This is an optimization exercise on Yosys and OpenROAD, whose aim is small area and a short achievable clock period, not a production implementation.
In this exercise RTL edits were held to simulation tests only and were not proved equivalent to the original.

## v6
// FPU
module FPU(clk, reset, A, B, sel, round_mode, start, error, over_flow, Y);
For scale: ~100 I/O pins, about 0.017 mm2 of cells after synthesis.
export LEC_CHECK = 0
export ABC_AREA = 1
export CAP_MARGIN = 20
export CORE_MARGIN = 2
export CORE_UTILIZATION = 40
export SLEW_MARGIN = 20
create_clock -name core_clock -period 37.0 [get_ports {clk}]
standard.sh (not shown) runs the stock make flow with config.mk's settings and CLKGATE_MAP_FILE= SYNTH_SCRIPT=/design/flow/synth_recipe.tcl, a recipe that flattens the netlist after the stock synthesis.
==> flow/flow/run.sh <==
#!/bin/bash
# Layout flow:
#  1. the standard synthesis (standard.sh; ABC area script set in config.mk);
#  2. three rounds of: flow/polarity.py (full adders are self-dual, so each
#     one's polarity is chosen to need as few inverters as possible), then
#     flow/remap.sh (the combinational logic between the registers and full
#     adders (half adders included) is re-mapped by ABC for area (flow/abc_remap.script),
#     which now sees through the dissolved inverters); the smallest of the three netlists is kept.
#     Registers keep their names and cells throughout;
#  4. the standard ORFS floorplan, place, CTS, route and finish, with the timing
#     repair steps asked for a 28.7 ns setup margin at the design's 37 ns clock
#     (paths of about 8.3 ns) and ports buffered with buf_2 cells.
# The SDC and the clock period are unchanged. Each tool's output goes to its own
# log here (synth.log, polarity*.log, remap*.log, layout.log) and ORFS's per-step
# logs are under orfs/logs.
set -euo pipefail
RES=$PWD/orfs/results/sky130hd/FPU/base
bash standard.sh $RES/1_2_yosys.v > synth.log 2>&1
cp $RES/1_2_yosys.v $RES/1_2_yosys_std.v
python3 flow/polarity.py $RES/1_2_yosys_std.v net_p1.v > polarity1.log 2>&1
bash flow/remap.sh net_p1.v net_r1.v remap1
python3 flow/polarity.py net_r1.v net_p2.v > polarity2.log 2>&1
bash flow/remap.sh net_p2.v net_r2.v remap2
python3 flow/polarity.py net_r2.v net_p3.v > polarity3.log 2>&1
bash flow/remap.sh net_p3.v net_r3.v remap3
# keep the smallest of the three re-mapped netlists
best=$(for i in 1 2 3; do echo "$(grep 'Chip area' remap$i.log | tail -1 | awk '{print $NF}') net_r$i.v"; done | sort -g | head -1 | awk '{print $2}')
echo "using $best" > remap_choice.log
cp $best $RES/1_2_yosys.v
bash standard.sh SETUP_SLACK_MARGIN=28.7 "BUFFER_PORTS_ARGS=-buffer_cell sky130_fd_sc_hd__buf_2" TNS_END_PERCENT=100 finish > layout.log 2>&1
Other scripts of this flow, unchanged in this note and not shown: flow/flow/abc_remap.script, flow/flow/comb_cells.py, flow/flow/polarity.py, flow/flow/remap.sh
### v6 -> v7
Settings: CORE_UTILIZATION: 40 -> 50.
--- a/flow/flow/run.sh
+++ b/flow/flow/run.sh
@@ -9,6 +9,6 @@
 #     Registers keep their names and cells throughout;
 #  4. the standard ORFS floorplan, place, CTS, route and finish, with the timing
-#     repair steps asked for a 28.7 ns setup margin at the design's 37 ns clock
-#     (paths of about 8.3 ns) and ports buffered with buf_2 cells.
+#     repair steps asked for a 28.6 ns setup margin at the design's 37 ns clock
+#     (paths of about 8.4 ns) and ports buffered with buf_2 cells.
 # The SDC and the clock period are unchanged. Each tool's output goes to its own
 # log here (synth.log, polarity*.log, remap*.log, layout.log) and ORFS's per-step
@@ -28,3 +28,3 @@
 echo "using $best" > remap_choice.log
 cp $best $RES/1_2_yosys.v
-bash standard.sh SETUP_SLACK_MARGIN=28.7 "BUFFER_PORTS_ARGS=-buffer_cell sky130_fd_sc_hd__buf_2" TNS_END_PERCENT=100 finish > layout.log 2>&1
+bash standard.sh SETUP_SLACK_MARGIN=28.6 "BUFFER_PORTS_ARGS=-buffer_cell sky130_fd_sc_hd__buf_2" TNS_END_PERCENT=100 finish > layout.log 2>&1
[summary]
v7 finished end to end and its layout was clean on timing, DRC and antenna. Relative to v6, the utilization after layout of v7 is higher by 11 points. The lower met1 capacity usage during global routing of v6 and v7 is in v6. Between v6 and v7, the via count of the first global-routing pass does not differ in any meaningful way. The run showing the smaller hold slack is v7.

========
Setup of try-fjord:
Starting RTL as in the previous note.
clock: 37.0 ns
lec_check: 0
abc_area: 1
cap_margin: 20
core_margin: 2
core_utilization: 40
slew_margin: 20
==> flow/flow/run.sh <==
#!/bin/bash
# Layout flow:
#  1. the standard synthesis (standard.sh; ABC area script set in config.mk);
#  2. three rounds of: flow/polarity.py (full adders are self-dual, so each
#     one's polarity is chosen to need as few inverters as possible), then
#     flow/remap.sh (the combinational logic between the registers and full
#     adders (half adders included) is re-mapped by ABC for area (flow/abc_remap.script),
#     which now sees through the dissolved inverters); the smallest of the three netlists is kept.
#     Registers keep their names and cells throughout;
#  4. the standard ORFS floorplan, place, CTS, route and finish, with the timing
#     repair steps asked for a 28.5 ns setup margin at the design's 37 ns clock
#     (paths of about 8.5 ns) and ports buffered with buf_2 cells;
#     the repair may resize cells to any footprint.
# The SDC and the clock period are unchanged. Each tool's output goes to its own
# log here (synth.log, polarity*.log, remap*.log, layout.log) and ORFS's per-step
# logs are under orfs/logs.
set -euo pipefail
RES=$PWD/orfs/results/sky130hd/FPU/base
bash standard.sh $RES/1_2_yosys.v > synth.log 2>&1
cp $RES/1_2_yosys.v $RES/1_2_yosys_std.v
python3 flow/polarity.py $RES/1_2_yosys_std.v net_p1.v > polarity1.log 2>&1
bash flow/remap.sh net_p1.v net_r1.v remap1
python3 flow/polarity.py net_r1.v net_p2.v > polarity2.log 2>&1
bash flow/remap.sh net_p2.v net_r2.v remap2
python3 flow/polarity.py net_r2.v net_p3.v > polarity3.log 2>&1
bash flow/remap.sh net_p3.v net_r3.v remap3
# keep the smallest of the three re-mapped netlists
best=$(for i in 1 2 3; do echo "$(grep 'Chip area' remap$i.log | tail -1 | awk '{print $NF}') net_r$i.v"; done | sort -g | head -1 | awk '{print $2}')
echo "using $best" > remap_choice.log
cp $best $RES/1_2_yosys.v
bash standard.sh SETUP_SLACK_MARGIN=28.5 "BUFFER_PORTS_ARGS=-buffer_cell sky130_fd_sc_hd__buf_2" TNS_END_PERCENT=100 MATCH_CELL_FOOTPRINT=0 finish > layout.log 2>&1
Other scripts of this flow, unchanged in this note and not shown: flow/flow/abc_remap.script, flow/flow/comb_cells.py, flow/flow/polarity.py, flow/flow/remap.sh
What try-harbor does differently from try-fjord at the input level:
--- a/flow/flow/run.sh
+++ b/flow/flow/run.sh
@@ -4 +4 @@
-#  2. three rounds of: flow/polarity.py (full adders are self-dual, so each
+#  2. five rounds of: flow/polarity.py (full adders are self-dual, so each
@@ -8 +8 @@
-#     which now sees through the dissolved inverters); the smallest of the three netlists is kept.
+#     which now sees through the dissolved inverters); the smallest of the five netlists is kept.
@@ -27,2 +27,6 @@
-# keep the smallest of the three re-mapped netlists
-best=$(for i in 1 2 3; do echo "$(grep 'Chip area' remap$i.log | tail -1 | awk '{print $NF}') net_r$i.v"; done | sort -g | head -1 | awk '{print $2}')
+python3 flow/polarity.py net_r3.v net_p4.v > polarity4.log 2>&1
+bash flow/remap.sh net_p4.v net_r4.v remap4
+python3 flow/polarity.py net_r4.v net_p5.v > polarity5.log 2>&1
+bash flow/remap.sh net_p5.v net_r5.v remap5
+# keep the smallest of the five re-mapped netlists
+best=$(for i in 1 2 3 4 5; do echo "$(grep 'Chip area' remap$i.log | tail -1 | awk '{print $NF}') net_r$i.v"; done | sort -g | head -1 | awk '{print $2}')
--- outcome ---
The flow did not stop early for try-harbor: all stages ran, and the layout cleared the timing, design-rule and antenna checks. When try-harbor is set beside try-fjord, its met3 layer wire length in the routed design turns out to be about 11% smaller. Delta (try-harbor minus try-fjord): layout net count +2.3%; number of buffers outside the clock class in the layout went up 31%. Final HPWL from detailed placement for try-harbor: 3.4% down relative to try-fjord. Against try-fjord, try-harbor comes in 2.6 points higher on layout cell share with drive strength beyond 1. try-harbor vs. try-fjord: tightest slew margin relative to the limit increased by 12 points relative to the old numbers; growth of design area from synthesis to finish grew by 5.3 points; total wire length after detailed routing essentially unchanged. Worst setup slack delta for try-harbor relative to try-fjord: 370 ps lower. Looking at worst hold slack, try-harbor sits 32 ps below try-fjord.
For try-amber, these inputs were changed with respect to try-harbor:
--- a/flow/flow/run.sh
+++ b/flow/flow/run.sh
@@ -4 +4 @@
-#  2. five rounds of: flow/polarity.py (full adders are self-dual, so each
+#  2. three rounds of: flow/polarity.py (full adders are self-dual, so each
@@ -8 +8 @@
-#     which now sees through the dissolved inverters); the smallest of the five netlists is kept.
+#     which now sees through the dissolved inverters); the smallest of the three netlists is kept.
@@ -12,2 +12 @@
-#     (paths of about 8.5 ns) and ports buffered with buf_2 cells;
-#     the repair may resize cells to any footprint.
+#     (paths of about 8.5 ns) and ports buffered with buf_2 cells.
@@ -27,6 +26,2 @@
-python3 flow/polarity.py net_r3.v net_p4.v > polarity4.log 2>&1
-bash flow/remap.sh net_p4.v net_r4.v remap4
-python3 flow/polarity.py net_r4.v net_p5.v > polarity5.log 2>&1
-bash flow/remap.sh net_p5.v net_r5.v remap5
-# keep the smallest of the five re-mapped netlists
-best=$(for i in 1 2 3 4 5; do echo "$(grep 'Chip area' remap$i.log | tail -1 | awk '{print $NF}') net_r$i.v"; done | sort -g | head -1 | awk '{print $2}')
+# keep the smallest of the three re-mapped netlists
+best=$(for i in 1 2 3; do echo "$(grep 'Chip area' remap$i.log | tail -1 | awk '{print $NF}') net_r$i.v"; done | sort -g | head -1 | awk '{print $2}')
@@ -35 +30 @@
-bash standard.sh SETUP_SLACK_MARGIN=28.5 "BUFFER_PORTS_ARGS=-buffer_cell sky130_fd_sc_hd__buf_2" TNS_END_PERCENT=100 MATCH_CELL_FOOTPRINT=0 finish > layout.log 2>&1
+bash standard.sh SETUP_SLACK_MARGIN=28.5 "BUFFER_PORTS_ARGS=-buffer_cell sky130_fd_sc_hd__buf_2" TNS_END_PERCENT=100 finish > layout.log 2>&1
Notes after the runs:
try-amber: all stages complete, timing, DRC and antenna checks passed. Routability congestion estimate ends up lower on try-harbor. try-amber against try-harbor: worst relative slew slack shows a reduction of 6.9 points; area after synthesis shows an increase of about 0.5%. Per the comparison of try-amber with try-harbor, pin count of the biggest net entering global routing went up 20%, depth of the most critical reg-to-reg path went up 9, post-route standard cell area excluding fillers went down about 3.7%, non-clock buffer count went down about 19%, share of the clock period used by the worst path went down 0.86 points.

## afterwards: timing with drivers on the ports
In the flow no input, the clock included, has a driving cell. The finished layouts below were timed again as built, in two steps.
Step 1 assumes that a clkbuf_16 drives the clock port and a buf_2 every other input.
Step 2 also shifts input and output timing later by t, the mid clock arrival at the registers, as if the neighbouring blocks saw the same clock.
Three values: ideal ports, drivers, drivers and shift; two values: the first two.
run	t (ns)	setup WS [ns]	worst setup path at the end	clock arrival spread, ns
v6	0.518	27.800 / 27.800 / 27.800	register to register	0.015 / 0.015
v7	0.508	27.833 / 27.833 / 27.833	register to register	0.015 / 0.015
try-fjord	0.504	27.886 / 27.886 / 27.886	register to register	0.009 / 0.009
try-harbor	0.510	27.517 / 27.517 / 27.517	register to register	0.017 / 0.017
try-amber	0.499	27.836 / 27.836 / 27.836	register to register	0.013 / 0.012
After both steps every run listed still meets setup and hold.
